Context: an optimization exercise on an open-source flow, tuned for small area and a short achievable clock period. The choices shown serve that exercise and are no tape-out recipe.
In this exercise RTL edits were held to simulation tests only and were not proved equivalent to the original.
Power figures rest on the tool's default switching activity, not on a simulated workload.

==> design/flow/config.mk <==
export PLATFORM = sky130hd
export DESIGN_NAME = SingleCycleCPU
export DESIGN_NICKNAME = SingleCycleCPU
export VERILOG_FILES = /design/flow/design.v
export SDC_FILE = /design/flow/constraint.sdc
export NUM_CORES = 8
export LEC_CHECK = 0
export CAP_MARGIN = 30
export CORE_MARGIN = 2
export CORE_UTILIZATION = 22
export SLEW_MARGIN = 30
export SYNTH_HIERARCHICAL = 1
export SYNTH_MINIMUM_KEEP_SIZE = 0
==> design/flow/constraint.sdc <==
create_clock -name core_clock -period 20.0 [get_ports {clk}]
set_input_delay 4.0000 -clock core_clock [delete_from_list [all_inputs] [get_ports {clk}]]
set_output_delay 4.0000 -clock core_clock [all_outputs]
set_load 0.01 [all_outputs]
==> design/flow/design.v <==
`timescale 1ns / 1ps
module g_aoi222(input a1, b1, a2, b2, a3, b3, output y);
    assign y = ~((a1 & b1) | (a2 & b2) | (a3 & b3));
endmodule
module g_nand2(input a, b, output y);
    assign y = ~(a & b);
endmodule
module g_nand3(input a, b, c, output y);
    assign y = ~(a & b & c);
endmodule
module g_nand4(input a, b, c, d, output y);
    assign y = ~(a & b & c & d);
endmodule
module g_or2(input a, b, output y);
    assign y = a | b;
endmodule
module g_or3(input a, b, c, output y);
    assign y = a | b | c;
endmodule
module g_ha(input a, b, output s, co);
    assign s = a ^ b;
    assign co = a & b;
endmodule
module g_mux2(input a0, a1, s, output y);
    assign y = s ? a1 : a0;
endmodule
module g_inv(input a, output y);
    assign y = ~a;
endmodule
module g_xor2(input a, b, output y);
    assign y = a ^ b;
endmodule
module g_and2(input a, b, output y);
    assign y = a & b;
endmodule
module g_xnor2(input a, b, output y);
    assign y = ~(a ^ b);
endmodule
module g_nor2(input a, b, output y);
    assign y = ~(a | b);
endmodule
module g_aoi21(input a1, a2, b, output y);
    assign y = ~((a1 & a2) | b);
endmodule
module g_oai21(input a1, a2, b, output y);
    assign y = ~((a1 | a2) & b);
endmodule
module g_and4(input a, b, c, d, output y);
    assign y = a & b & c & d;
endmodule
module g_mux2i(input a0, a1, s, output y);
    assign y = ~(s ? a1 : a0);
endmodule
`timescale 1ns / 1ps
module aor31(input [30:0] d, input [30:0] s, output q);
    wire [10:0] n;
    genvar i;
    generate
        for (i = 0; i < 10; i = i + 1) begin : a
            g_aoi222 u(d[3*i], s[3*i], d[3*i+1], s[3*i+1], d[3*i+2], s[3*i+2], n[i]);
        end
    endgenerate
    g_nand2 u10(d[30], s[30], n[10]);
    wire x0, x1, x2;
    g_nand4 c0(n[0], n[1], n[2], n[3], x0);
    g_nand4 c1(n[4], n[5], n[6], n[7], x1);
    g_nand3 c2(n[8], n[9], n[10], x2);
    g_or3 o(x0, x1, x2, q);
endmodule
module aor16(input [15:0] d, input [15:0] s, output q);
    wire [5:0] n;
    genvar i;
    generate
        for (i = 0; i < 5; i = i + 1) begin : a
            g_aoi222 u(d[3*i], s[3*i], d[3*i+1], s[3*i+1], d[3*i+2], s[3*i+2], n[i]);
        end
    endgenerate
    g_nand2 u5(d[15], s[15], n[5]);
    wire x0, x1;
    g_nand3 c0(n[0], n[1], n[2], x0);
    g_nand3 c1(n[3], n[4], n[5], x1);
    g_or2 o(x0, x1, q);
endmodule
module aor4(input [3:0] d, input [3:0] s, output q);
    wire n0, n1;
    g_aoi222 u0(d[0], s[0], d[1], s[1], d[2], s[2], n0);
    g_nand2 u1(d[3], s[3], n1);
    g_nand2 o(n0, n1, q);
endmodule
module aor5(input [4:0] d, input [4:0] s, output q);
    wire n0, n1, n2;
    g_aoi222 u0(d[0], s[0], d[1], s[1], d[2], s[2], n0);
    g_nand2 u1(d[3], s[3], n1);
    g_nand2 u2(d[4], s[4], n2);
    g_nand3 o(n0, n1, n2, q);
endmodule
module aor3(input [2:0] d, input [2:0] s, output q);
    wire n0;
    g_aoi222 u0(d[0], s[0], d[1], s[1], d[2], s[2], n0);
    g_inv o(n0, q);
endmodule
module aorn #(parameter N = 8) (input [N-1:0] d, input [N-1:0] s, output q);
    localparam G = N / 3;               
    localparam R = N - 3 * G;           
    localparam L = G + R;               
    wire [L-1:0] n;
    genvar i;
    generate
        for (i = 0; i < G; i = i + 1) begin : a
            g_aoi222 u(d[3*i], s[3*i], d[3*i+1], s[3*i+1], d[3*i+2], s[3*i+2], n[i]);
        end
        for (i = 0; i < R; i = i + 1) begin : b
            g_nand2 u(d[3*G+i], s[3*G+i], n[G+i]);
        end
        if (N == 1) begin : c1
            g_and2 o(d[0], s[0], q);
        end else if (L == 1) begin : c2
            g_inv o(n[0], q);
        end else if (L == 2) begin : c3
            g_nand2 o(n[0], n[1], q);
        end else if (L == 3) begin : c4
            g_nand3 o(n[0], n[1], n[2], q);
        end else begin : c5
            g_nand4 o(n[0], n[1], n[2], n[3], q);
        end
    endgenerate
endmodule
`timescale 1ns / 1ps
module inc_r #(parameter W = 14) (input [W-1:0] a, input ci, output [W-1:0] y, output co);
    wire [W:0] c;
    assign c[0] = ci;
    genvar i;
    generate
        for (i = 0; i < W; i = i + 1) begin : b
            g_ha h(.a(a[i]), .b(c[i]), .s(y[i]), .co(c[i+1]));
        end
    endgenerate
    assign co = c[W];
endmodule
module dec_r #(parameter W = 14) (input [W-1:0] a, output [W-1:0] y);
    wire [W-1:0] an = ~a;
    wire [W-1:0] yn;
    wire co;
    inc_r #(W) u(.a(an), .ci(1'b1), .y(yn), .co(co));    
    assign y = ~yn;
endmodule
module add16c(input [15:0] a, input [15:0] b, output [15:0] s, output co);
    wire [16:0] p, g;
    adder #(17) u(.a({1'b0, a}), .b({1'b0, b}), .cin(1'b1), .s({co, s}), .p(p), .g(g));
endmodule
module takensel(input eq, beq, bne, beq_n, bne_n, output t, tn);
    g_mux2i u0(.a0(bne_n), .a1(beq_n), .s(eq), .y(t));
    g_mux2i u1(.a0(bne), .a1(beq), .s(eq), .y(tn));
endmodule
module PC(
    input [29:0] pc,
    input halt,
    input beq, bne, eq,
    input jump,
    input [15:0] imm,
    input [25:0] j_addr,
    output [29:0] npc
    );
    wire [15:0] p4_lo, bt_lo;
    wire c_lo, c16, c_y;
    inc_r #(16) il(.a(pc[15:0]), .ci(1'b1), .y(p4_lo), .co(c_lo));
    add16c al(.a(pc[15:0]), .b(imm), .s(bt_lo), .co(c16));
    wire [13:0] hi_p, hi_m;
    inc_r #(14) ip(.a(pc[29:16]), .ci(1'b1), .y(hi_p), .co(c_y));
    dec_r #(14) im(.a(pc[29:16]), .y(hi_m));
    wire beq_n = ~beq, bne_n = ~bne;
    wire [4:0] tk, tkn;
    wire seq = ~(halt | jump);            
    wire n_same = halt | ((seq | jump) & ~c_lo);    
    wire n_inc = (seq | jump) & c_lo;               
    wire [29:0] other, bt;
    wire b_same = c16 == imm[15];
    wire b_inc = c16 & ~imm[15];
    wire b_dec = ~c16 & imm[15];
    genvar i;
    generate
        for (i = 0; i < 16; i = i + 1) begin : lo
            aor3 m(.d({j_addr[i], pc[i], p4_lo[i]}), .s({jump, halt, seq}), .q(other[i]));
            assign bt[i] = bt_lo[i];
        end
        for (i = 16; i < 26; i = i + 1) begin : mid
            aor3 m(.d({j_addr[i], hi_p[i-16], pc[i]}), .s({jump, n_inc & ~jump, n_same & ~jump}), .q(other[i]));
        end
        for (i = 26; i < 30; i = i + 1) begin : hi
            aor3 m(.d({1'b0, hi_p[i-16], pc[i]}), .s({1'b0, n_inc, ~n_inc}), .q(other[i]));
        end
        for (i = 16; i < 30; i = i + 1) begin : bh
            aor3 m(.d({hi_m[i-16], hi_p[i-16], pc[i]}), .s({b_dec, b_inc, b_same}), .q(bt[i]));
        end
        for (i = 0; i < 5; i = i + 1) begin : tc
            takensel ts(.eq(eq), .beq(beq), .bne(bne), .beq_n(beq_n), .bne_n(bne_n),
                        .t(tk[i]), .tn(tkn[i]));
        end
        for (i = 0; i < 30; i = i + 1) begin : f
            wire n0, n1;
            wire taken = tk[i / 6], taken_n = tkn[i / 6];
            g_nand2 u0(other[i], taken_n, n0);
            g_nand2 u1(bt[i], taken, n1);
            g_nand2 u2(n0, n1, npc[i]);
        end
    endgenerate
endmodule
`timescale 1ns / 1ps
module CU(
    input [5:0] opCode,
    output op_ori, op_and, op_or, op_sll, op_slti,
    output op_sw, op_lw, op_beq, op_bne, op_j, op_halt,
    output useImm,    
    output subtract,  
    output RegWre,    
    output RegDst     
    );
    wire op_addi = opCode == 6'b000001;
    wire op_sub  = opCode == 6'b000010;
    assign op_ori  = opCode == 6'b010000;
    assign op_and  = opCode == 6'b010001;
    assign op_or   = opCode == 6'b010010;
    assign op_sll  = opCode == 6'b011000;
    assign op_slti = opCode == 6'b011011;
    assign op_sw   = opCode == 6'b100110;
    assign op_lw   = opCode == 6'b100111;
    assign op_beq  = opCode == 6'b110000;
    assign op_bne  = opCode == 6'b110001;
    assign op_j    = opCode == 6'b111000;
    assign op_halt = opCode == 6'b111111;
    assign useImm = op_addi | op_sw | op_lw | op_slti;
    assign subtract = op_sub | op_beq | op_bne | op_slti;
    assign RegWre = ~(op_sw | op_beq | op_bne | op_j | op_halt);
    assign RegDst = ~(op_addi | op_ori | op_lw | op_slti);
endmodule
`timescale 1ns / 1ps
module prefix #(parameter N = 32) (input [N-1:0] g, input [N-1:0] p, input cin, output [N-1:0] c);
    reg [N-1:0] G, P, Gn, Pn;
    integer l, i;
    always @(*) begin
        G = g;
        P = p;
        G[0] = g[0] | (p[0] & cin);
        for (l = 1; l < N; l = l * 2) begin
            Gn = G;
            Pn = P;
            for (i = l; i < N; i = i + 1) begin
                Gn[i] = G[i] | (P[i] & G[i-l]);
                Pn[i] = P[i] & P[i-l];
            end
            G = Gn;
            P = Pn;
        end
    end
    assign c = {G[N-2:0], cin};
endmodule
module adder #(parameter N = 32) (input [N-1:0] a, input [N-1:0] b, input cin,
                                  output [N-1:0] s, output [N-1:0] p, output [N-1:0] g);
    wire [N-1:0] c;
    genvar i;
    generate
        for (i = 0; i < N; i = i + 1) begin : b_
            g_xor2 xp(a[i], b[i], p[i]);
            g_and2 ag(a[i], b[i], g[i]);
            g_xor2 xs(p[i], c[i], s[i]);
        end
    endgenerate
    prefix #(N) pf(.g(g), .p(p), .cin(cin), .c(c));
endmodule
module eq32(input [31:0] a, input [31:0] b, output eq);
    assign eq = a == b;
endmodule
module shl32(input [31:0] a, input [4:0] sh, output [31:0] y);
    wire [3:0] d1 = 4'b1 << sh[1:0];
    wire [7:0] d2 = 8'b1 << sh[4:2];
    wire [31:0] t;
    genvar i, k;
    generate
        for (i = 0; i < 32; i = i + 1) begin : s1
            localparam N1 = (i < 3) ? i + 1 : 4;
            wire [N1-1:0] dd;
            for (k = 0; k < N1; k = k + 1) begin : t_
                assign dd[k] = a[i-k];
            end
            aorn #(N1) m(.d(dd), .s(d1[N1-1:0]), .q(t[i]));
        end
        for (i = 0; i < 32; i = i + 1) begin : s2
            localparam N2 = i / 4 + 1;
            wire [N2-1:0] dd;
            for (k = 0; k < N2; k = k + 1) begin : t_
                assign dd[k] = t[i-4*k];
            end
            aorn #(N2) m(.d(dd), .s(d2[N2-1:0]), .q(y[i]));
        end
    endgenerate
endmodule
module ALU(
    input [31:0] A,         
    input [31:0] R2,
    input [15:0] imm,
    input [4:0] sa,
    input op_ori, op_and, op_or, op_sll, op_slti,
    input useImm, subtract,
    output [31:0] result
    );
    wire useI = useImm | op_ori;
    wire [31:0] ext = {{16{imm[15] & ~op_ori}}, imm};
    wire [31:0] B = (useI ? ext : R2) ^ {32{subtract}};
    wire [31:0] sum, p, g;
    wire c31;
    adder32k add(.a(A), .b(B), .cin(subtract), .s(sum), .p(p), .g(g), .cm(c31));
    wire lt = (A[31] ^ imm[15]) ? A[31] : ~c31;
    wire [31:0] shl;
    shl32 sh(.a(R2), .sh(sa), .y(shl));
    wire is_sum = ~(op_ori | op_and | op_or | op_sll | op_slti);
    wire s_or = op_ori | op_or;           
    wire s_g = s_or | op_and;             
    aor5 r0(.d({sum[0], op_slti & lt, shl[0], g[0], p[0]}),
            .s({is_sum, 1'b1, op_sll, s_g, s_or}), .q(result[0]));
    genvar i;
    generate
        for (i = 1; i < 32; i = i + 1) begin : r
            aor4 m(.d({sum[i], shl[i], g[i], p[i]}), .s({is_sum, op_sll, s_g, s_or}), .q(result[i]));
        end
    endgenerate
endmodule
module adder32k(input [31:0] a, input [31:0] b, input cin,
               output [31:0] s, output [31:0] p, output [31:0] g, output cm);
    wire w0, w1, w2, w3, w4, w5, w6, w7, w8, w9, w10, w11, w12, w13, w14, w15, w16, w17, w18, w19, w20, w21, w22, w23, w24, w25, w26, w27, w28, w29, w30, w31, w32, w33, w34, w35, w36, w37, w38, w39, w40, w41, w42, w43, w44, w45, w46, w47, w48, w49, w50, w51, w52, w53, w54, w55, w56, w57, w58, w59, w60, w61, w62, w63, w64, w65, w66, w67, w68, w69, w70, w71, w72, w73, w74, w75, w76, w77, w78, w79, w80, w81, w82, w83, w84, w85, w86, w87, w88, w89, w90, w91, w92, w93, w94, w95, w96, w97, w98, w99, w100, w101, w102, w103, w104, w105, w106, w107, w108, w109, w110, w111, w112, w113, w114, w115, w116, w117, w118, w119, w120, w121, w122, w123, w124, w125, w126, w127, w128, w129, w130, w131, w132, w133, w134, w135, w136, w137, w138, w139, w140, w141, w142, w143, w144, w145, w146, w147, w148, w149, w150, w151, w152, w153, w154, w155, w156, w157, w158, w159, w160, w161, w162, w163, w164, w165, w166, w167, w168, w169, w170, w171, w172, w173, w174, w175, w176, w177, w178, w179, w180, w181, w182, w183, w184, w185, w186, w187, w188, w189, w190, w191, w192, w193, w194, w195, w196, w197, w198, w199, w200, w201, w202, w203, w204, w205, w206, w207, w208, w209, w210, w211, w212, w213, w214, w215, w216, w217, w218, w219, w220, w221, w222, w223, w224, w225, w226, w227, w228, w229, w230, w231, w232, w233, w234, w235, w236, w237, w238, w239;
    g_xor2 xp0(a[0], b[0], p[0]);
    g_and2 ag0(a[0], b[0], g[0]);
    g_xor2 xp1(a[1], b[1], p[1]);
    g_and2 ag1(a[1], b[1], g[1]);
    g_xor2 xp2(a[2], b[2], p[2]);
    g_and2 ag2(a[2], b[2], g[2]);
    g_xor2 xp3(a[3], b[3], p[3]);
    g_and2 ag3(a[3], b[3], g[3]);
    g_xor2 xp4(a[4], b[4], p[4]);
    g_and2 ag4(a[4], b[4], g[4]);
    g_xor2 xp5(a[5], b[5], p[5]);
    g_and2 ag5(a[5], b[5], g[5]);
    g_xor2 xp6(a[6], b[6], p[6]);
    g_and2 ag6(a[6], b[6], g[6]);
    g_xor2 xp7(a[7], b[7], p[7]);
    g_and2 ag7(a[7], b[7], g[7]);
    g_xor2 xp8(a[8], b[8], p[8]);
    g_and2 ag8(a[8], b[8], g[8]);
    g_xor2 xp9(a[9], b[9], p[9]);
    g_and2 ag9(a[9], b[9], g[9]);
    g_xor2 xp10(a[10], b[10], p[10]);
    g_and2 ag10(a[10], b[10], g[10]);
    g_xor2 xp11(a[11], b[11], p[11]);
    g_and2 ag11(a[11], b[11], g[11]);
    g_xor2 xp12(a[12], b[12], p[12]);
    g_and2 ag12(a[12], b[12], g[12]);
    g_xor2 xp13(a[13], b[13], p[13]);
    g_and2 ag13(a[13], b[13], g[13]);
    g_xor2 xp14(a[14], b[14], p[14]);
    g_and2 ag14(a[14], b[14], g[14]);
    g_xor2 xp15(a[15], b[15], p[15]);
    g_and2 ag15(a[15], b[15], g[15]);
    g_xor2 xp16(a[16], b[16], p[16]);
    g_and2 ag16(a[16], b[16], g[16]);
    g_xor2 xp17(a[17], b[17], p[17]);
    g_and2 ag17(a[17], b[17], g[17]);
    g_xor2 xp18(a[18], b[18], p[18]);
    g_and2 ag18(a[18], b[18], g[18]);
    g_xor2 xp19(a[19], b[19], p[19]);
    g_and2 ag19(a[19], b[19], g[19]);
    g_xor2 xp20(a[20], b[20], p[20]);
    g_and2 ag20(a[20], b[20], g[20]);
    g_xor2 xp21(a[21], b[21], p[21]);
    g_and2 ag21(a[21], b[21], g[21]);
    g_xor2 xp22(a[22], b[22], p[22]);
    g_and2 ag22(a[22], b[22], g[22]);
    g_xor2 xp23(a[23], b[23], p[23]);
    g_and2 ag23(a[23], b[23], g[23]);
    g_xor2 xp24(a[24], b[24], p[24]);
    g_and2 ag24(a[24], b[24], g[24]);
    g_xor2 xp25(a[25], b[25], p[25]);
    g_and2 ag25(a[25], b[25], g[25]);
    g_xor2 xp26(a[26], b[26], p[26]);
    g_and2 ag26(a[26], b[26], g[26]);
    g_xor2 xp27(a[27], b[27], p[27]);
    g_and2 ag27(a[27], b[27], g[27]);
    g_xor2 xp28(a[28], b[28], p[28]);
    g_and2 ag28(a[28], b[28], g[28]);
    g_xor2 xp29(a[29], b[29], p[29]);
    g_and2 ag29(a[29], b[29], g[29]);
    g_xor2 xp30(a[30], b[30], p[30]);
    g_and2 ag30(a[30], b[30], g[30]);
    g_xor2 xp31(a[31], b[31], p[31]);
    g_and2 ag31(a[31], b[31], g[31]);
    g_xor2 xs0(p[0], cin, s[0]);
    g_xnor2 xs1(p[1], w0, s[1]);
    g_xnor2 xs2(p[2], w2, s[2]);
    g_xor2 xs3(p[3], w63, s[3]);
    g_xor2 xs4(p[4], w64, s[4]);
    g_xnor2 xs5(p[5], w122, s[5]);
    g_xnor2 xs6(p[6], w124, s[6]);
    g_xnor2 xs7(p[7], w125, s[7]);
    g_xnor2 xs8(p[8], w126, s[8]);
    g_xor2 xs9(p[9], w175, s[9]);
    g_xor2 xs10(p[10], w176, s[10]);
    g_xor2 xs11(p[11], w178, s[11]);
    g_xor2 xs12(p[12], w180, s[12]);
    g_xor2 xs13(p[13], w181, s[13]);
    g_xor2 xs14(p[14], w182, s[14]);
    g_xor2 xs15(p[15], w183, s[15]);
    g_xor2 xs16(p[16], w184, s[16]);
    g_xnor2 xs17(p[17], w218, s[17]);
    g_xnor2 xs18(p[18], w220, s[18]);
    g_xnor2 xs19(p[19], w221, s[19]);
    g_xnor2 xs20(p[20], w222, s[20]);
    g_xnor2 xs21(p[21], w224, s[21]);
    g_xnor2 xs22(p[22], w226, s[22]);
    g_xnor2 xs23(p[23], w228, s[23]);
    g_xnor2 xs24(p[24], w230, s[24]);
    g_xnor2 xs25(p[25], w231, s[25]);
    g_xnor2 xs26(p[26], w232, s[26]);
    g_xnor2 xs27(p[27], w233, s[27]);
    g_xnor2 xs28(p[28], w234, s[28]);
    g_xnor2 xs29(p[29], w235, s[29]);
    g_xnor2 xs30(p[30], w236, s[30]);
    g_xnor2 xs31(p[31], w237, s[31]);
    assign cm = w239;
    g_aoi21 u0(p[0], cin, g[0], w0);
    g_inv u1(w0, w1);
    g_aoi21 u2(p[1], w1, g[1], w2);
    g_aoi21 u3(p[2], g[1], g[2], w3);
    g_nand2 u4(p[2], p[1], w4);
    g_aoi21 u5(p[3], g[2], g[3], w5);
    g_nand2 u6(p[3], p[2], w6);
    g_aoi21 u7(p[4], g[3], g[4], w7);
    g_nand2 u8(p[4], p[3], w8);
    g_aoi21 u9(p[5], g[4], g[5], w9);
    g_nand2 u10(p[5], p[4], w10);
    g_aoi21 u11(p[6], g[5], g[6], w11);
    g_nand2 u12(p[6], p[5], w12);
    g_aoi21 u13(p[7], g[6], g[7], w13);
    g_nand2 u14(p[7], p[6], w14);
    g_aoi21 u15(p[8], g[7], g[8], w15);
    g_nand2 u16(p[8], p[7], w16);
    g_aoi21 u17(p[9], g[8], g[9], w17);
    g_nand2 u18(p[9], p[8], w18);
    g_aoi21 u19(p[10], g[9], g[10], w19);
    g_nand2 u20(p[10], p[9], w20);
    g_aoi21 u21(p[11], g[10], g[11], w21);
    g_nand2 u22(p[11], p[10], w22);
    g_aoi21 u23(p[12], g[11], g[12], w23);
    g_nand2 u24(p[12], p[11], w24);
    g_aoi21 u25(p[13], g[12], g[13], w25);
    g_nand2 u26(p[13], p[12], w26);
    g_aoi21 u27(p[14], g[13], g[14], w27);
    g_nand2 u28(p[14], p[13], w28);
    g_aoi21 u29(p[15], g[14], g[15], w29);
    g_nand2 u30(p[15], p[14], w30);
    g_aoi21 u31(p[16], g[15], g[16], w31);
    g_nand2 u32(p[16], p[15], w32);
    g_aoi21 u33(p[17], g[16], g[17], w33);
    g_nand2 u34(p[17], p[16], w34);
    g_aoi21 u35(p[18], g[17], g[18], w35);
    g_nand2 u36(p[18], p[17], w36);
    g_aoi21 u37(p[19], g[18], g[19], w37);
    g_nand2 u38(p[19], p[18], w38);
    g_aoi21 u39(p[20], g[19], g[20], w39);
    g_nand2 u40(p[20], p[19], w40);
    g_aoi21 u41(p[21], g[20], g[21], w41);
    g_nand2 u42(p[21], p[20], w42);
    g_aoi21 u43(p[22], g[21], g[22], w43);
    g_nand2 u44(p[22], p[21], w44);
    g_aoi21 u45(p[23], g[22], g[23], w45);
    g_nand2 u46(p[23], p[22], w46);
    g_aoi21 u47(p[24], g[23], g[24], w47);
    g_nand2 u48(p[24], p[23], w48);
    g_aoi21 u49(p[25], g[24], g[25], w49);
    g_nand2 u50(p[25], p[24], w50);
    g_aoi21 u51(p[26], g[25], g[26], w51);
    g_nand2 u52(p[26], p[25], w52);
    g_aoi21 u53(p[27], g[26], g[27], w53);
    g_nand2 u54(p[27], p[26], w54);
    g_aoi21 u55(p[28], g[27], g[28], w55);
    g_nand2 u56(p[28], p[27], w56);
    g_aoi21 u57(p[29], g[28], g[29], w57);
    g_nand2 u58(p[29], p[28], w58);
    g_aoi21 u59(p[30], g[29], g[30], w59);
    g_nand2 u60(p[30], p[29], w60);
    g_aoi21 u61(p[31], g[30], g[31], w61);
    g_nand2 u62(p[31], p[30], w62);
    g_oai21 u63(w4, w0, w3, w63);
    g_oai21 u64(w6, w2, w5, w64);
    g_oai21 u65(w8, w3, w7, w65);
    g_nor2 u66(w8, w4, w66);
    g_oai21 u67(w10, w5, w9, w67);
    g_nor2 u68(w10, w6, w68);
    g_oai21 u69(w12, w7, w11, w69);
    g_nor2 u70(w12, w8, w70);
    g_oai21 u71(w14, w9, w13, w71);
    g_nor2 u72(w14, w10, w72);
    g_oai21 u73(w16, w11, w15, w73);
    g_nor2 u74(w16, w12, w74);
    g_oai21 u75(w18, w13, w17, w75);
    g_nor2 u76(w18, w14, w76);
    g_oai21 u77(w20, w15, w19, w77);
    g_nor2 u78(w20, w16, w78);
    g_oai21 u79(w22, w17, w21, w79);
    g_nor2 u80(w22, w18, w80);
    g_oai21 u81(w24, w19, w23, w81);
    g_nor2 u82(w24, w20, w82);
    g_oai21 u83(w26, w21, w25, w83);
    g_nor2 u84(w26, w22, w84);
    g_oai21 u85(w28, w23, w27, w85);
    g_nor2 u86(w28, w24, w86);
    g_oai21 u87(w30, w25, w29, w87);
    g_nor2 u88(w30, w26, w88);
    g_oai21 u89(w32, w27, w31, w89);
    g_nor2 u90(w32, w28, w90);
    g_oai21 u91(w34, w29, w33, w91);
    g_nor2 u92(w34, w30, w92);
    g_oai21 u93(w36, w31, w35, w93);
    g_nor2 u94(w36, w32, w94);
    g_oai21 u95(w38, w33, w37, w95);
    g_nor2 u96(w38, w34, w96);
    g_oai21 u97(w40, w35, w39, w97);
    g_nor2 u98(w40, w36, w98);
    g_oai21 u99(w42, w37, w41, w99);
    g_nor2 u100(w42, w38, w100);
    g_oai21 u101(w44, w39, w43, w101);
    g_nor2 u102(w44, w40, w102);
    g_oai21 u103(w46, w41, w45, w103);
    g_nor2 u104(w46, w42, w104);
    g_oai21 u105(w48, w43, w47, w105);
    g_nor2 u106(w48, w44, w106);
    g_oai21 u107(w50, w45, w49, w107);
    g_nor2 u108(w50, w46, w108);
    g_oai21 u109(w52, w47, w51, w109);
    g_nor2 u110(w52, w48, w110);
    g_oai21 u111(w54, w49, w53, w111);
    g_nor2 u112(w54, w50, w112);
    g_oai21 u113(w56, w51, w55, w113);
    g_nor2 u114(w56, w52, w114);
    g_oai21 u115(w58, w53, w57, w115);
    g_nor2 u116(w58, w54, w116);
    g_oai21 u117(w60, w55, w59, w117);
    g_nor2 u118(w60, w56, w118);
    g_oai21 u119(w62, w57, w61, w119);
    g_nor2 u120(w62, w58, w120);
    g_inv u121(w0, w121);
    g_aoi21 u122(w66, w121, w65, w122);
    g_inv u123(w2, w123);
    g_aoi21 u124(w68, w123, w67, w124);
    g_aoi21 u125(w70, w63, w69, w125);
    g_aoi21 u126(w72, w64, w71, w126);
    g_aoi21 u127(w74, w65, w73, w127);
    g_nand2 u128(w74, w66, w128);
    g_aoi21 u129(w76, w67, w75, w129);
    g_nand2 u130(w76, w68, w130);
    g_aoi21 u131(w78, w69, w77, w131);
    g_nand2 u132(w78, w70, w132);
    g_aoi21 u133(w80, w71, w79, w133);
    g_nand2 u134(w80, w72, w134);
    g_aoi21 u135(w82, w73, w81, w135);
    g_nand2 u136(w82, w74, w136);
    g_aoi21 u137(w84, w75, w83, w137);
    g_nand2 u138(w84, w76, w138);
    g_aoi21 u139(w86, w77, w85, w139);
    g_nand2 u140(w86, w78, w140);
    g_aoi21 u141(w88, w79, w87, w141);
    g_nand2 u142(w88, w80, w142);
    g_aoi21 u143(w90, w81, w89, w143);
    g_nand2 u144(w90, w82, w144);
    g_aoi21 u145(w92, w83, w91, w145);
    g_nand2 u146(w92, w84, w146);
    g_aoi21 u147(w94, w85, w93, w147);
    g_nand2 u148(w94, w86, w148);
    g_aoi21 u149(w96, w87, w95, w149);
    g_nand2 u150(w96, w88, w150);
    g_aoi21 u151(w98, w89, w97, w151);
    g_nand2 u152(w98, w90, w152);
    g_aoi21 u153(w100, w91, w99, w153);
    g_nand2 u154(w100, w92, w154);
    g_aoi21 u155(w102, w93, w101, w155);
    g_nand2 u156(w102, w94, w156);
    g_aoi21 u157(w104, w95, w103, w157);
    g_nand2 u158(w104, w96, w158);
    g_aoi21 u159(w106, w97, w105, w159);
    g_nand2 u160(w106, w98, w160);
    g_aoi21 u161(w108, w99, w107, w161);
    g_nand2 u162(w108, w100, w162);
    g_aoi21 u163(w110, w101, w109, w163);
    g_nand2 u164(w110, w102, w164);
    g_aoi21 u165(w112, w103, w111, w165);
    g_nand2 u166(w112, w104, w166);
    g_aoi21 u167(w114, w105, w113, w167);
    g_nand2 u168(w114, w106, w168);
    g_aoi21 u169(w116, w107, w115, w169);
    g_nand2 u170(w116, w108, w170);
    g_aoi21 u171(w118, w109, w117, w171);
    g_nand2 u172(w118, w110, w172);
    g_aoi21 u173(w120, w111, w119, w173);
    g_nand2 u174(w120, w112, w174);
    g_oai21 u175(w128, w0, w127, w175);
    g_oai21 u176(w130, w2, w129, w176);
    g_inv u177(w63, w177);
    g_oai21 u178(w132, w177, w131, w178);
    g_inv u179(w64, w179);
    g_oai21 u180(w134, w179, w133, w180);
    g_oai21 u181(w136, w122, w135, w181);
    g_oai21 u182(w138, w124, w137, w182);
    g_oai21 u183(w140, w125, w139, w183);
    g_oai21 u184(w142, w126, w141, w184);
    g_oai21 u185(w144, w127, w143, w185);
    g_nor2 u186(w144, w128, w186);
    g_oai21 u187(w146, w129, w145, w187);
    g_nor2 u188(w146, w130, w188);
    g_oai21 u189(w148, w131, w147, w189);
    g_nor2 u190(w148, w132, w190);
    g_oai21 u191(w150, w133, w149, w191);
    g_nor2 u192(w150, w134, w192);
    g_oai21 u193(w152, w135, w151, w193);
    g_nor2 u194(w152, w136, w194);
    g_oai21 u195(w154, w137, w153, w195);
    g_nor2 u196(w154, w138, w196);
    g_oai21 u197(w156, w139, w155, w197);
    g_nor2 u198(w156, w140, w198);
    g_oai21 u199(w158, w141, w157, w199);
    g_nor2 u200(w158, w142, w200);
    g_oai21 u201(w160, w143, w159, w201);
    g_nor2 u202(w160, w144, w202);
    g_oai21 u203(w162, w145, w161, w203);
    g_nor2 u204(w162, w146, w204);
    g_oai21 u205(w164, w147, w163, w205);
    g_nor2 u206(w164, w148, w206);
    g_oai21 u207(w166, w149, w165, w207);
    g_nor2 u208(w166, w150, w208);
    g_oai21 u209(w168, w151, w167, w209);
    g_nor2 u210(w168, w152, w210);
    g_oai21 u211(w170, w153, w169, w211);
    g_nor2 u212(w170, w154, w212);
    g_oai21 u213(w172, w155, w171, w213);
    g_nor2 u214(w172, w156, w214);
    g_oai21 u215(w174, w157, w173, w215);
    g_nor2 u216(w174, w158, w216);
    g_inv u217(w0, w217);
    g_aoi21 u218(w186, w217, w185, w218);
    g_inv u219(w2, w219);
    g_aoi21 u220(w188, w219, w187, w220);
    g_aoi21 u221(w190, w63, w189, w221);
    g_aoi21 u222(w192, w64, w191, w222);
    g_inv u223(w122, w223);
    g_aoi21 u224(w194, w223, w193, w224);
    g_inv u225(w124, w225);
    g_aoi21 u226(w196, w225, w195, w226);
    g_inv u227(w125, w227);
    g_aoi21 u228(w198, w227, w197, w228);
    g_inv u229(w126, w229);
    g_aoi21 u230(w200, w229, w199, w230);
    g_aoi21 u231(w202, w175, w201, w231);
    g_aoi21 u232(w204, w176, w203, w232);
    g_aoi21 u233(w206, w178, w205, w233);
    g_aoi21 u234(w208, w180, w207, w234);
    g_aoi21 u235(w210, w181, w209, w235);
    g_aoi21 u236(w212, w182, w211, w236);
    g_aoi21 u237(w214, w183, w213, w237);
    g_aoi21 u238(w216, w184, w215, w238);
    g_inv u239(w237, w239);
endmodule
`timescale 1ns / 1ps
module SumDec4(input [3:0] a, input [3:0] b, output [15:0] m);
    wire [3:0] x, xn, o, g;
    genvar i, r;
    generate
        for (i = 0; i < 4; i = i + 1) begin : b_
            g_xor2 ux(a[i], b[i], x[i]);
            g_inv un(x[i], xn[i]);
            g_or2 uo(a[i], b[i], o[i]);
            g_and2 ua(a[i], b[i], g[i]);
        end
        wire [3:0] t1, t2, t3;
        for (i = 1; i < 4; i = i + 1) begin : t_
            wire e00, e01, e10, e11;
            g_xnor2 u00(x[i], o[i-1], e00);    
            g_xor2  u01(x[i], o[i-1], e01);    
            g_xnor2 u10(x[i], g[i-1], e10);    
            g_xor2  u11(x[i], g[i-1], e11);    
            if (i == 1) assign t1 = {e11, e10, e01, e00};
            if (i == 2) assign t2 = {e11, e10, e01, e00};
            if (i == 3) assign t3 = {e11, e10, e01, e00};
        end
        for (r = 0; r < 16; r = r + 1) begin : m_
            g_and4 u(r[0] ? x[0] : xn[0],
                     t1[{r[0], r[1]}], t2[{r[1], r[2]}], t3[{r[2], r[3]}], m[r]);
        end
    endgenerate
endmodule
module SumDecC(input [3:0] a, input [3:0] b, input c, output [15:0] mn);
    wire [3:0] x, o, g;
    wire x0c, x0cn;
    genvar i, r;
    generate
        for (i = 0; i < 4; i = i + 1) begin : b_
            g_xor2 ux(a[i], b[i], x[i]);
            g_or2 uo(a[i], b[i], o[i]);
            g_and2 ua(a[i], b[i], g[i]);
        end
        g_xor2 uc(x[0], c, x0c);           
        g_inv ucn(x0c, x0cn);
        wire [3:0] t1, t2, t3;
        for (i = 1; i < 4; i = i + 1) begin : t_
            wire e00, e01, e10, e11;
            g_xnor2 u00(x[i], o[i-1], e00);
            g_xor2  u01(x[i], o[i-1], e01);
            g_xnor2 u10(x[i], g[i-1], e10);
            g_xor2  u11(x[i], g[i-1], e11);
            if (i == 1) assign t1 = {e11, e10, e01, e00};
            if (i == 2) assign t2 = {e11, e10, e01, e00};
            if (i == 3) assign t3 = {e11, e10, e01, e00};
        end
        for (r = 0; r < 16; r = r + 1) begin : m_
            g_nand4 u(r[0] ? x0c : x0cn,
                      t1[{r[0], r[1]}], t2[{r[1], r[2]}], t3[{r[2], r[3]}], mn[r]);
        end
    endgenerate
endmodule
module MemSel(
    input [5:0] ra,           
    input [5:0] ia,           
    input we,
    input [63:0] mvalid,      
    output [63:0] rsel,       
    output [63:0] wen,
    output [15:0] wsel,       
    output [15:0] osel_n      
    );
    reg [31:0] sel;
    always @(*) begin
        case ({ra[1:0], ia[1:0]})
            4'd0: sel = {16'h8421, 16'h8421};
            4'd1: sel = {16'h1842, 16'h4218};
            4'd2: sel = {16'h2184, 16'h2184};
            4'd3: sel = {16'h4218, 16'h1842};
            4'd4: sel = {16'h1842, 16'h4218};
            4'd5: sel = {16'h2184, 16'h2184};
            4'd6: sel = {16'h4218, 16'h1842};
            4'd7: sel = {16'h8421, 16'h8421};
            4'd8: sel = {16'h2184, 16'h2184};
            4'd9: sel = {16'h4218, 16'h1842};
            4'd10: sel = {16'h8421, 16'h8421};
            4'd11: sel = {16'h1842, 16'h4218};
            4'd12: sel = {16'h4218, 16'h1842};
            4'd13: sel = {16'h8421, 16'h8421};
            4'd14: sel = {16'h1842, 16'h4218};
            4'd15: sel = {16'h2184, 16'h2184};
            default: sel = 32'b0;
        endcase
    end
    assign osel_n = sel[31:16];
    assign wsel = sel[15:0];
    wire we_n = ~we;
    genvar k, r;
    generate
        for (k = 0; k < 4; k = k + 1) begin : bank
            wire [5:0] bk = ia + 6'd3 - k;
            wire ck = (ra[1] & bk[1]) | ((ra[1] | bk[1]) & ra[0] & bk[0]);
            wire [15:0] mn;
            SumDecC sd(.a(ra[5:2]), .b(bk[5:2]), .c(ck), .mn(mn));
            for (r = 0; r < 16; r = r + 1) begin : row
                wire vn;
                g_inv uv(mvalid[4*r + k], vn);
                g_nor2 ur(mn[r], vn, rsel[16*k + r]);
                g_nor2 uw(mn[r], we_n, wen[16*k + r]);
            end
        end
    endgenerate
endmodule
module MemRead(
    input [511:0] ram,         
    input [63:0] rsel,
    input [15:0] osel,
    output [31:0] word
    );
    wire [7:0] bout [0:3];
    genvar k, b, r, i;
    generate
        for (k = 0; k < 4; k = k + 1) begin : bank
            for (b = 0; b < 8; b = b + 1) begin : bit_
                wire [15:0] col;
                for (r = 0; r < 16; r = r + 1) begin : rr
                    assign col[r] = ram[8*(4*r+k) + b];
                end
                aor16 m(.d(col), .s(rsel[16*k +: 16]), .q(bout[k][b]));
            end
        end
        for (i = 0; i < 4; i = i + 1) begin : ob
            for (b = 0; b < 8; b = b + 1) begin : bit_
                aor4 m(.d({bout[3][b], bout[2][b], bout[1][b], bout[0][b]}),
                       .s(osel[4*i +: 4]), .q(word[31-8*i-7+b]));
            end
        end
    endgenerate
endmodule
module MemWData(
    input [31:0] DataIn,
    input [15:0] wsel,
    output [31:0] wbytes       
    );
    genvar k, b;
    generate
        for (k = 0; k < 4; k = k + 1) begin : bank
            for (b = 0; b < 8; b = b + 1) begin : bit_
                aor4 m(.d({DataIn[b], DataIn[8+b], DataIn[16+b], DataIn[24+b]}),
                       .s({wsel[4*k+3], wsel[4*k+2], wsel[4*k+1], wsel[4*k+0]}),
                       .q(wbytes[8*k+b]));
            end
        end
    endgenerate
endmodule
`timescale 1ns / 1ps
module RegRead(
    input [31*32-1:0] d,      
    input [31:1] valid,
    input [4:0] ra,
    output [31:0] q
    );
    wire [31:0] oh = 32'b1 << ra;
    wire [30:0] s = oh[31:1] & valid;
    genvar b, i;
    generate
        for (b = 0; b < 32; b = b + 1) begin : bit_
            wire [30:0] col;
            for (i = 0; i < 31; i = i + 1) begin : r
                assign col[i] = d[32*i + b];
            end
            aor31 m(.d(col), .s(s), .q(q[b]));
        end
    endgenerate
endmodule
`timescale 1ns / 1ps
module SingleCycleCPU(
    input clk, Reset,
    input [31:0] instr,
    output [5:0] opCode,
    output [31:0] ReadData1, ReadData2, currentPC, nextPC, result, DMOut,
    output [4:0] rs, rt
);
    wire [4:0] rd = instr[15:11];
    wire [4:0] sa = instr[10:6];
    wire [15:0] imm = instr[15:0];
    assign opCode = instr[31:26];
    assign rs = instr[25:21];
    assign rt = instr[20:16];
    wire op_ori, op_and, op_or, op_sll, op_slti, op_sw, op_lw, op_beq, op_bne, op_j, op_halt;
    wire useImm, subtract, RegWre, RegDst;
    CU cu(.opCode(opCode), .op_ori(op_ori), .op_and(op_and), .op_or(op_or), .op_sll(op_sll),
          .op_slti(op_slti), .op_sw(op_sw), .op_lw(op_lw), .op_beq(op_beq), .op_bne(op_bne),
          .op_j(op_j), .op_halt(op_halt), .useImm(useImm), .subtract(subtract),
          .RegWre(RegWre), .RegDst(RegDst));
    reg [31:2] pc;                
    reg [31:0] regFile [1:31];    
    reg [31:1] valid;             
    reg [7:0] ram [0:63];         
    reg [63:0] mvalid;            
    wire [31*32-1:0] rflat;
    genvar g;
    generate
        for (g = 1; g < 32; g = g + 1) begin : rf
            assign rflat[32*(g-1) +: 32] = regFile[g];
        end
    endgenerate
    RegRead rp1(.d(rflat), .valid(valid), .ra(rs), .q(ReadData1));
    RegRead rp2(.d(rflat), .valid(valid), .ra(rt), .q(ReadData2));
    ALU alu(.A(ReadData1), .R2(ReadData2), .imm(imm), .sa(sa),
            .op_ori(op_ori), .op_and(op_and), .op_or(op_or), .op_sll(op_sll),
            .op_slti(op_slti), .useImm(useImm), .subtract(subtract), .result(result));
    wire eq;
    eq32 cmp(.a(ReadData1), .b(ReadData2), .eq(eq));
    wire [29:0] npc;
    PC pcl(.pc(pc), .halt(op_halt), .beq(op_beq), .bne(op_bne), .eq(eq), .jump(op_j),
           .imm(imm), .j_addr(instr[25:0]), .npc(npc));
    assign currentPC = {pc, 2'b00};
    assign nextPC = {npc, 2'b00};
    wire [63:0] rsel, wen;
    wire [15:0] wsel, osel_n;
    MemSel ms(.ra(ReadData1[5:0]), .ia(imm[5:0]), .we(op_sw), .mvalid(mvalid), .rsel(rsel), .wen(wen), .wsel(wsel), .osel_n(osel_n));
    wire [511:0] rambits;
    generate
        for (g = 0; g < 64; g = g + 1) begin : rb
            assign rambits[8*g +: 8] = ram[g];
        end
    endgenerate
    MemRead mr(.ram(rambits), .rsel(rsel), .osel(osel_n), .word(DMOut));
    wire [31:0] wd = op_lw ? DMOut : result;
    wire [31:0] wbytes;
    MemWData mw(.DataIn(ReadData2), .wsel(wsel), .wbytes(wbytes));
    wire [4:0] wa = RegDst ? rd : rt;
    integer j;
    always @(posedge clk or negedge Reset) begin
        if (Reset == 0) pc <= 0;
        else pc <= npc;
    end
    generate
        for (g = 1; g < 32; g = g + 1) begin : w
            wire wen_r = RegWre && wa == g;
            always @(posedge clk) if (wen_r) regFile[g] <= wd;
            always @(posedge clk or negedge Reset) begin
                if (Reset == 0) valid[g] <= 1'b0;
                else if (wen_r) valid[g] <= 1'b1;
            end
        end
        for (g = 0; g < 64; g = g + 1) begin : m
            always @(posedge clk) if (wen[16*(g%4) + g/4]) ram[g] <= wbytes[8*(g%4) +: 8];
            always @(posedge clk or negedge Reset) begin
                if (Reset == 0) mvalid[g] <= 1'b0;
                else if (wen[16*(g%4) + g/4]) mvalid[g] <= 1'b1;
            end
        end
    endgenerate
endmodule
==> design/flow/flow/run.sh <==
#!/bin/bash
# Layout flow: the standard synthesis unchanged, then the standard ORFS
# steps with our own port buffers, clock tree settings and timing target.
set -euo pipefail
HERE=$(cd "$(dirname "$0")" && pwd)
source "$HERE/settings.sh"

bash standard.sh synth > synth.log 2>&1
bash standard.sh \
  BUFFER_PORTS_ARGS="$PORT_BUF_ARGS" \
  CTS_ARGS="$CTS_ARGS_V" \
  SETUP_SLACK_MARGIN="$SETUP_MARGIN" \
  PRE_RESIZE_TCL="$HERE/pre_resize.tcl" \
  $EXTRA_MAKE_ARGS \
  finish > layout.log 2>&1
==> design/flow/flow/pre_resize.tcl <==
# Stronger buffers on the input ports (they drive the decoders directly).
foreach inst [get_cells input*] {
  replace_cell $inst sky130_fd_sc_hd__buf_8
}
==> design/flow/flow/settings.sh <==
# Settings read by run.sh
PORT_BUF_ARGS="-buffer_cell sky130_fd_sc_hd__buf_2"
CTS_ARGS_V="-sink_clustering_enable -repair_clock_nets -buf_list {sky130_fd_sc_hd__clkbuf_8} -sink_clustering_size 16 -sink_clustering_max_diameter 50 -dont_use_dummy_load"
SETUP_MARGIN=6
EXTRA_MAKE_ARGS=""
==> design/flow/standard.sh <==
#!/bin/bash
# synth_recipe.tcl (not shown) runs the flow's synth.tcl, then flattens the netlist and writes it again
# the make line also repeats each setting of config.mk as NAME=value (left out here)
make -C /OpenROAD-flow-scripts/flow DESIGN_CONFIG=/design/flow/config.mk WORK_HOME=/design/flow/orfs CLKGATE_MAP_FILE= SYNTH_SCRIPT=/design/flow/synth_recipe.tcl "${@:-finish}"
==> results of run 1 <==
[power groups by stage]
stage	combinational (mW)	sequential, mW	clock [mW]
2_1_floorplan	1.22	4.45	0
3_3_place_gp	2.40	4.48	0
3_5_place_dp	2.46	4.48	0
4_1_cts	2.46	4.41	1.82
5_1_grt	2.63	4.42	1.94
6_report	2.55	4.41	1.80
[layer usage]
| layer | track usage | vias to the layer above |
|---|---|---|
| met5 | 0 | - |
| met4 | 0.1027 | 14 |
| met3 | 0.05439 | 875 |
| met2 | 0.2705 | 4656 |
| met1 | 0.2018 | 28088 |
| li1 | - | 22727 |
[metrics by stage]
| step | cell area (sq um) | setup WS [ns] | instances | hold slack, ns | power (mW) |
|---|---|---|---|---|---|
| after floorplan | 72970 | 7.642 | 5080 | 0.4396 | 5.674 |
| after global placement | 80440 | 5.485 | 9753 | 0.4509 | 6.876 |
| after detailed placement | 80780 | 5.727 | 9753 | 0.4531 | 6.946 |
| after CTS | 83020 | 6.006 | 9915 | 0.4689 | 8.693 |
| after global routing | 83140 | 6.001 | 9922 | 0.4856 | 8.992 |
| final | 83190 | 6.086 | 9943 | 0.4704 | 8.768 |
[sequential cells by signal (all words and copies together) (netlist names)]
register and count:
regFile 992, valid 31, ram 512, mvalid 64, pc 30
[worst reg2reg max path, stage by stage, from the launching register on]
cell and delay (ns):
dfrtp_1 0.41, and3_1 0.16, buf_4 0.28, a222oi_1 0.52
nand4_1 0.36, or3_1 0.52, mux2i_1 0.73, xnor2_1 0.25
xor2_1 0.60, nand2_1 0.21, nor2_1 0.30, nand2_1 0.16
o21ai_1 0.31, xor2_1 0.17, nand2_1 0.07, nand2_1 0.56
mux2_2 1.01
[layout by cell type, fill, tap and decap left out, types with 8 or more instances in the layout]
| master | count |
|---|---|
| buf_2 | 204 |
| buf_8 | 33 |
| nor2_4 | 17 |
| o31ai_1 | 17 |
| diode_2 | 26 |
| nor3_2 | 18 |
| nand3_1 | 143 |
| and2_1 | 67 |
| nand2_1 | 541 |
| mux2i_1 | 26 |
| nand2b_1 | 17 |
| and3_1 | 61 |
| nor2_1 | 189 |
| nor2b_1 | 13 |
| or2_1 | 44 |
| a222oi_1 | 1006 |
| xnor2_1 | 69 |
| xor2_1 | 172 |
| a21oi_1 | 23 |
| and3_2 | 10 |
| o21ai_1 | 56 |
| ha_1 | 54 |
| conb_1 | 20 |
| or3_1 | 59 |
| nor4_1 | 8 |
| nor3b_2 | 11 |
| nand4_1 | 200 |
| buf_4 | 157 |
| mux2_2 | 32 |
| nand2_2 | 8 |
| or2_2 | 66 |
| o21bai_1 | 12 |
| dfrtp_1 | 125 |
| a21oi_2 | 80 |
| clkbuf_8 | 162 |
| inv_1 | 193 |
| edfxtp_1 | 1504 |
[timing repair]
action / in CTS / in global routing
endpoints found under the setup margin: 16 / 28
setup buffers: 0 / 2
hold endpoints to repair: 0 / 0
gates cloned: 0 / 0
pin swaps: 0 / 1
resized for setup: 3 / 15
[worst paths after layout]
check / slack (ns) / to / from
worst max register to register: 12.99 / regFile[30][13] / valid[10]
max in group asynchronous: 15.82 / valid[15] / Reset
worst min register to register: 0.47 / mvalid[47] / mvalid[47]
min in group asynchronous: 2.96 / mvalid[28] / Reset
worst max-delay path: 6.09 / DMOut[21] / instr[24]
worst min-delay path: 0.47 / mvalid[47] / mvalid[47]
[cell type report]
| cell class | instances | area, sq um | area share |
|---|---|---|---|
| clock buffers | 162 | 2230 | 0.02680 |
| flip-flops and latches | 1629 | 48290 | 0.5805 |
| inverters | 196 | 735.7 | 0.008843 |
| well taps | 4366 | 5463 | 0.06566 |
| multi-input cells | 3170 | 23710 | 0.2850 |
| repair buffers | 394 | 2695 | 0.03240 |
| diodes | 26 | 65.06 | 0.0007821 |
==> results.json, run 1 <==
{
  "worstPathRequired_ns": 16.00,
  "grt_pass1_wl_microns": 413000,
  "pwr-share-comb": 0.291,
  "area_growth_pct": 14.09,
  "leakage_nw": 28.24,
  "path_cells": "buf_8, and3b_1, and3_1, buf_4, a222oi_1, nand4_1, or3_4, nor2b_1, maj3_1, xor2_4, inv_1, nand4_1, nor2_1, a222oi_1, nand3_1, or2_1, a222oi_1, nand2_2, buf_2",
  "die_y_microns": 579.7,
  "avgSynthCellArea_sq_um": 14.39,
  "vdd_ir_drop_max_v": 0.00007330,
  "tightestPinTransition_ns": 1.058,
  "seq_power_share": 0.503,
  "grt_overflow": 0,
  "hold-path-cell-count": 1,
  "post-route-util": 0.2521,
  "core_area_sq_mm": 0.3300,
  "track_usage": 0.1707,
  "grt_pass1_vias": 53744,
  "rows": 211,
  "cap_violations": 0,
  "vias_per_cell": 5.668,
  "path_class": "input port to output port",
  "tns_ns": 0,
  "final_nets": 5641,
  "worstSkewPairLatency_ns": 0.97,
  "p_int_mw": 5.596,
  "switchingPower_mw": 3.171,
  "layout-drive-gt1-share": 0.1564,
  "clock_skew_ns": 0.1710,
  "clkTransAtPathRegs_ns": 0.08,
  "cpMaxStageDelayCell": "or3_4",
  "finalHoldViolCount": 0,
  "power.density_mw_per_mm2": 105.4,
  "path_depth": 19,
  "die_area_sq_mm": 0.3361,
  "crit_path_frequent_cell": "a222oi_1",
  "m1WireLength_microns": 103300,
  "hold_buffers": 0,
  "period_needed_ns": 13.91,
  "critical_path_buf_inv_count": 4,
  "crit_family": "simple AND/OR/NAND/NOR gates",
  "switching_share": 0.3617,
  "cts-root-buf": "clkbuf_8",
  "relSlewSlack": 0.2746,
  "numCtsBuffers": 162,
  "vias": 56360,
  "rsz0062_at_grt": "false",
  "end_kind": "output port",
  "n_fill_cell": 33891,
  "wl_met2_microns": 137400,
  "crit_arrival_ns": 9.91,
  "drt-initial-drc-count": 14177,
  "drtPass1Iterations": 20,
  "outcome": "timing/DRC/antenna clean",
  "clk_path_buf_depth": 3,
  "slowest_delay_ns": 0.61,
  "finalSetupViolCount": 0,
  "clockPowerShare": 0.205,
  "die_w_microns": 579.7,
  "start_kind": "input port",
  "grt_max_degree": 65,
  "topRoutingLayerUsed": "met5",
  "h-tree-depth": 4,
  "cts_tree": "built",
  "routedWlPerCell_microns": 30.59,
  "clock-sinks": 1629,
  "numPortBuffers": 237,
  "met3WireLength_microns": 42810,
  "hpwl_microns": 199600,
  "route.detailed.drc": 0,
  "ioPinCount": 242,
  "start_util": 0.2210,
  "hp-class": "flip-flop to flip-flop",
  "yosysWarnings": 12,
  "crit_path_max_fanout": 32,
  "place_congestion": 0.9705,
  "syn_area_sq_mm": 0.07292,
  "wirelength_microns": 304200,
  "rr_worst_depth": 16,
  "clock.fmax_ghz": 0.07187,
  "synth_cells": 5067,
  "maxSlewViolCount": 0,
  "antenna_found_initial": 46,
  "period_share": 0.6957,
  "drtAntennaViolNets": 0
}
==> inputs of run 2 (changes only) <==
==> design/flow/flow/settings.sh (replaced) <==
# Settings read by run.sh
PORT_BUF_ARGS="-buffer_cell sky130_fd_sc_hd__buf_2"
CTS_ARGS_V="-sink_clustering_enable -repair_clock_nets -buf_list {sky130_fd_sc_hd__clkbuf_8} -sink_clustering_size 16 -sink_clustering_max_diameter 50 -dont_use_dummy_load"
SETUP_MARGIN=7
EXTRA_MAKE_ARGS=""
==> run 2 against run 1 <==
Net effect:
- non-clock buffer count up 95
- register-to-register slack better by 0.80 ns
- cell area up 2.8%
- maximum frequency up 6.1%
- count of clock-buffer cells in the layout unchanged
- total power up 1.7%
- core utilization up 0.71 points
- synthesized cell count unchanged
- critical endpoint is now result[0]
- largest cell class unchanged
- largest power group unchanged
==> results.json, run 2 <==
{
  "timing.hold.ws_ns": 0.4704,
  "relSlewSlack": 0.2871,
  "worstSkewPairLatency_ns": 0.97,
  "hold_start": "mvalid[19]",
  "cap_violations": 0,
  "hp-class": "flip-flop to flip-flop",
  "grt_pass1_wl_microns": 414400,
  "path_class": "input port to output port",
  "syn_area_sq_mm": 0.07292,
  "rr_worst_depth": 19,
  "regToRegStartpoint": "valid[10]",
  "outcome": "timing/DRC/antenna clean",
  "synth_cells": 5067,
  "maxSlewViolCount": 0,
  "grt_overflow": 0,
  "clock.fmax_ghz": 0.07623,
  "end_kind": "output port",
  "cpMaxStageDelayCell": "or3_4",
  "path_cells": "buf_8, nor3b_2, and3_1, buf_4, a222oi_1, nand4_1, or3_4, buf_4, mux2i_2, xnor2_1, xor2_2, a21oi_2, o21ai_2, a21oi_2, o21ai_1, a21oi_2, inv_1, maj3_1, nor2b_1, nand2_1, nand3_4, buf_4",
  "r2r_end": "regFile[15][10]",
  "largest_reg_flops": 992,
  "period_needed_ns": 13.12,
  "h-tree-depth": 4,
  "area_growth_pct": 17.30,
  "drtPass1Iterations": 22,
  "die_area_sq_mm": 0.3361,
  "layout_common_cells": "edfxtp_1 (1504), a222oi_1 (1006), nand2_1 (508)",
  "n_fill_cell": 33702,
  "start_kind": "input port",
  "final_nets": 5736,
  "cts_tree": "built",
  "rsz0062_at_grt": "true",
  "vias_per_cell": 5.717,
  "worstPathRequired_ns": 16.00,
  "grt_pass1_vias": 53960,
  "place_congestion": 0.9705,
  "cts-root-buf": "clkbuf_8",
  "vias": 57391,
  "hold_buffers": 0,
  "routedWlPerCell_microns": 31.08,
  "antenna_found_initial": 42,
  "finalHoldViolCount": 0,
  "multi_input_area_sq_mm": 0.02471,
  "die_w_microns": 579.7,
  "grt_max_degree": 65,
  "slowest_delay_ns": 0.54,
  "finalSetupViolCount": 0,
  "rows": 211,
  "core_area_sq_mm": 0.3300,
  "rrSetupSlack_ns": 13.79,
  "vdd_ir_drop_max_v": 0.00007604,
  "tightestPinTransition_ns": 1.067,
  "layout-drive-gt1-share": 0.2032,
  "layout.cells.most_common": "edfxtp_1",
  "power.density_mw_per_mm2": 104.2,
  "clk_path_buf_depth": 3,
  "track_usage": 0.1711,
  "hpwl_microns": 199600,
  "avgSynthCellArea_sq_um": 14.39,
  "clock-sinks": 1629,
  "clkTransAtPathRegs_ns": 0.08,
  "ioPinCount": 242,
  "clock_skew_ns": 0.1464,
  "period_share": 0.6559,
  "start_util": 0.2210,
  "area.sequential_sq_mm": 0.04829,
  "wirelength_microns": 312000,
  "yosysWarnings": 12,
  "min_to": "mvalid[19]",
  "numCtsBuffers": 162,
  "numPortBuffers": 237,
  "drt-initial-drc-count": 14971,
  "drtAntennaViolNets": 0,
  "die_y_microns": 579.7,
  "leakage_nw": 28.94,
  "crit_path_max_fanout": 32,
  "crit_arrival_ns": 9.12,
  "regMostFlops": "regFile",
  "tns_ns": 0,
  "route.detailed.drc": 0,
  "hold-path-cell-count": 1,
  "largest_registers": "regFile: 992 flops, ram: 512 flops, mvalid: 64 flops"
}
[run 2: how the worst max path moves through the flow]
stage	cells past startpoint	slack, ns	endpoint	start
5_1_grt	21	6.93	result[25]	instr[17]
2_1_floorplan	17	7.64	DMOut[27]	instr[24]
3_5_place_dp	19	5.73	DMOut[20]	instr[25]
3_3_place_gp	19	5.49	DMOut[22]	instr[25]
6_report	22	6.88	result[0]	instr[17]
4_1_cts	19	7.00	DMOut[27]	instr[24]
[run 2: timing repair]
item | in CTS | in global routing
buffers inserted | 25 | 59
resized for setup | 128 | 224
gates cloned | 0 | 13
pin swaps | 64 | 145
endpoints found under the hold margin | 0 | 0
setup endpoints to repair | 59 | 72
[run 2: critical path, delay by kind of cell]
family,cells,cell delay [ns]
and+or+nand+nor,7,1.90
AOI/OAI and AO/OA,6,1.26
buffers and inverters,5,0.91
xor gates and xnor gates,2,0.40
adders and majority gates,1,0.35
muxes,1,0.21
[run 2: power by group]
part           internal, mW  total, mW  switching [mW]  leakage [nW]
Sequential             4.32       4.41          0.0894          15.2
Clock                 0.717       1.80            1.09          1.16
Combinational         0.638       2.70            2.06          12.6
[run 2: area by class of cell]
type	count	area share
Tap cell	4366	0.06387
Multi-Input combinational cell	3170	0.2889
Clock buffer	162	0.02607
Timing Repair Buffer	489	0.04716
Antenna cell	26	0.0007607
Inverter	196	0.008631
Sequential cell	1629	0.5646
[run 2: layer usage]
| metal | part of all wire | global-route usage | up-vias |
|---|---|---|---|
| met5 | 0.00053 | 0 | - |
| met4 | 0.072 | 0.1013 | 28 |
| met3 | 0.14 | 0.05359 | 957 |
| met2 | 0.45 | 0.2710 | 4972 |
| met1 | 0.34 | 0.2035 | 28554 |
| li1 | - | - | 22880 |
[run 2: metrics by stage]
step | worst slack, ns | std cells | instance area (sq um) | util | total power, mW
after floorplan | 7.642 | 5080 | 72970 | - | 5.674
after global placement | 5.485 | 9753 | 80440 | 0.2437 | 6.876
after detailed placement | 5.727 | 9753 | 80780 | 0.2448 | 6.946
after CTS | 6.997 | 9940 | 83810 | 0.2540 | 8.752
after global routing | 6.925 | 10017 | 85480 | 0.2590 | 9.134
final | 6.882 | 10038 | 85530 | 0.2592 | 8.917
==> inputs of run 3 (changes only) <==
==> design/flow/flow/pre_resize.tcl (replaced) <==
# Stronger buffers on the input ports (they drive the decoders directly).
foreach inst [get_cells input*] {
  replace_cell $inst sky130_fd_sc_hd__buf_8
}
# The last gate of each register-file read bit drives the ALU, comparator,
# memory and output port: use the strongest or3.
foreach inst [get_cells -filter "ref_name == sky130_fd_sc_hd__or3_1"] {
  set net [get_full_name [get_nets -of_objects [get_pins [get_full_name $inst]/A]]]
  if {[string match "rp*" $net]} {
    replace_cell $inst sky130_fd_sc_hd__or3_4
  }
}
==> run 3 against run 2 <==
Net effect:
- highest routed layer unchanged
- maximum frequency down 0.15%
- cell area up 0.19%
- synthesized area unchanged
- setup slack worse by 0.020 ns
==> results.json, run 3 <==
{
  "wirelength_microns": 311300,
  "finalHoldViolCount": 0,
  "clock_skew_ns": 0.1638,
  "crit_arrival_ns": 9.14,
  "dp.cells": 9753,
  "min_to": "mvalid[31]",
  "die_w_microns": 579.7,
  "place_congestion": 0.9705,
  "clock.fmax_ghz": 0.07611,
  "power.density_mw_per_mm2": 104.3,
  "rsz0062_at_grt": "true",
  "avgSynthCellArea_sq_um": 14.39,
  "h-tree-depth": 4,
  "grt_overflow": 0,
  "hold_start": "mvalid[31]",
  "regMostFlops": "regFile",
  "cts_tree": "built",
  "end_kind": "output port",
  "cpMaxStageDelayCell": "or3_4",
  "syn_area_sq_mm": 0.07292,
  "grt_pass1_vias": 53902,
  "start_kind": "input port",
  "worstSkewPairLatency_ns": 0.98,
  "numCtsBuffers": 162,
  "start_util": 0.2210,
  "area_growth_pct": 17.52,
  "regToRegStartpoint": "valid[1]",
  "crit_path_max_fanout": 16,
  "final_nets": 5726,
  "vdd_ir_drop_max_v": 0.00007348,
  "grt_pass1_wl_microns": 414900,
  "die_y_microns": 579.7,
  "rrSetupSlack_ns": 13.68,
  "path_class": "input port to output port",
  "tightestPinTransition_ns": 1.052,
  "rows": 211,
  "post-route-util": 0.2597,
  "yosysWarnings": 12,
  "slowest_delay_ns": 0.73,
  "hp-class": "flip-flop to flip-flop",
  "largest_reg_flops": 992,
  "layout-drive-gt1-share": 0.2092,
  "route.detailed.drc": 0,
  "vias_per_cell": 5.710,
  "clkTransAtPathRegs_ns": 0.05,
  "maxSlewViolCount": 0,
  "path_cells": "buf_12, and3b_2, and3_4, buf_12, buf_4, a222oi_1, nand4_1, or3_4, or2_1, xnor2_1, nand4_1, nor2_4, a222oi_1, nand3_1, or2_4, a222oi_1, nand2_1, buf_2",
  "drt-initial-drc-count": 14853,
  "period_needed_ns": 13.14,
  "drtAntennaViolNets": 0,
  "worstPathRequired_ns": 16.00,
  "rr_worst_depth": 17,
  "antenna_found_initial": 30,
  "leakage_nw": 28.86,
  "crit_path_frequent_cell": "a222oi_1",
  "period_share": 0.6569,
  "synth_cells": 5067,
  "hold_buffers": 0,
  "finalSetupViolCount": 0,
  "numPortBuffers": 237,
  "clk_path_buf_depth": 3,
  "vias": 57228,
  "track_usage": 0.1715,
  "cts-root-buf": "clkbuf_8",
  "layout_common_cells": "edfxtp_1 (1504), a222oi_1 (1006), nand2_1 (510)",
  "hpwl_microns": 199600,
  "fin_cells": 10022,
  "hold-path-cell-count": 1,
  "timing.hold.ws_ns": 0.4646,
  "clock-sinks": 1629,
  "die_area_sq_mm": 0.3361,
  "routedWlPerCell_microns": 31.06,
  "tns_ns": 0,
  "drtPass1Iterations": 17,
  "core_area_sq_mm": 0.3300,
  "cap_violations": 0,
  "r2r_end": "regFile[15][9]",
  "largest_registers": "regFile: 992 flops, ram: 512 flops, mvalid: 64 flops",
  "relSlewSlack": 0.2983,
  "outcome": "timing/DRC/antenna clean",
  "ioPinCount": 242,
  "grt_max_degree": 65,
  "layout.cells.most_common": "edfxtp_1"
}
[run 3: cell count changes in the layout (fill, tap and decap cells not counted), moves of 3 or more]
cell     previous run  this run
or3_1              50         1
or3_4              16        65
buf_4             194       177
buf_12             18        27
buf_8              41        34
buf_6              22        28
diode_2            26        20
nor2_2             36        30
xor2_4             11         5
nor2_1            153       157
buf_2             200       197
nand2_4             6         3
xor2_1            125       128
xor2_2             41        44
[run 3: per-stage QoR]
step | cell area [sq um] | setup slack [ns] | total power, mW
floorplan | 72970 | 7.642 | 5.674
global placement | 80440 | 5.485 | 6.876
detailed placement | 81100 | 5.967 | 6.967
CTS | 84010 | 6.957 | 8.782
global route | 85650 | 6.868 | 9.154
finish | 85690 | 6.862 | 8.936
[run 3: worst max-delay path by stage]
stage               from         to  slack (ns)  cells past startpoint
2_1_floorplan  instr[24]  DMOut[27]        7.64                     17
3_3_place_gp   instr[25]  DMOut[22]        5.49                     19
3_5_place_dp   instr[25]  DMOut[22]        5.97                     19
4_1_cts        instr[19]  result[0]        6.96                     22
5_1_grt        instr[24]  DMOut[20]        6.87                     20
6_report       instr[24]  DMOut[17]        6.86                     18
[run 3: final cells by class]
class                           count  area, sq um
Clock buffer                      162         2230
Inverter                          196        738.2
Multi-Input combinational cell   3170        24840
Tap cell                         4366         5463
Fill cell                       33740       244300
Sequential cell                  1629        48290
Antenna cell                       20        50.05
Timing Repair Buffer              479         4084
[run 3: report_power, final]
part	switching [mW]	total (mW)	leakage, nW	internal, mW
sequential	0.0892	4.41	15.2	4.32
clock	1.09	1.81	1.16	0.717
combinational	2.06	2.71	12.5	0.652
[run 3: layer usage]
| layer | up-vias | GRT usage | part of all wire |
|---|---|---|---|
| met5 | - | 0 | 0.00022 |
| met4 | 10 | 0.1066 | 0.072 |
| met3 | 827 | 0.04984 | 0.14 |
| met2 | 4911 | 0.2687 | 0.45 |
| met1 | 28609 | 0.2071 | 0.34 |
| li1 | 22871 | - | - |
[run 3: what timing repair did]
item,in CTS,in global routing
resized for setup,112,230
buffers inserted,20,52
pin swaps,56,159
setup endpoints to repair,56,68
hold endpoints to repair,0,0
cloned,0,15
[run 3: critical path, delay by kind of cell]
family | cells | cell delay [ns]
buffers and inverters | 4 | 0.59
AO/OA/AOI/OAI | 3 | 1.10
XOR/XNOR | 1 | 0.21
AND/OR/NAND/NOR | 10 | 3.20

[afterwards: timing with drivers on the ports]
How much do the figures lean on ideal ports? The routed layouts below were timed once more, with nothing changed but the port constraints. Step 1 (the two cells are an assumption about what drives the block):
set clk [get_ports {clk}]
set_driving_cell -lib_cell sky130_fd_sc_hd__clkbuf_16 $clk
set_driving_cell -lib_cell sky130_fd_sc_hd__buf_2 [delete_from_list [all_inputs] $clk]
Step 2 times the ports against the registers' clock, not the clock port: input delays grow and output delays shrink by t, the midpoint of the rising clock arrivals with the driver on. Slacks: no drivers / after step 1 / after step 2; pairs: no drivers / after step 1.
run | shift t [ns] | setup slack, ns | worst data-port slew with drivers (ns) | cell pins on the clock port's net
run 1 | 0.959 | 6.086 / 5.995 / 5.995 | 0.24 | 1
run 2 | 0.976 | 6.882 / 6.823 / 6.823 | 0.21 | 1
run 3 | 0.984 | 6.862 / 6.622 / 6.622 | 0.25 | 1
After both steps setup and hold are still met in every run listed. For run 3, which loses most, drivers alone change the setup slack by -0.240 ns; drivers and shift together by -0.240 ns.
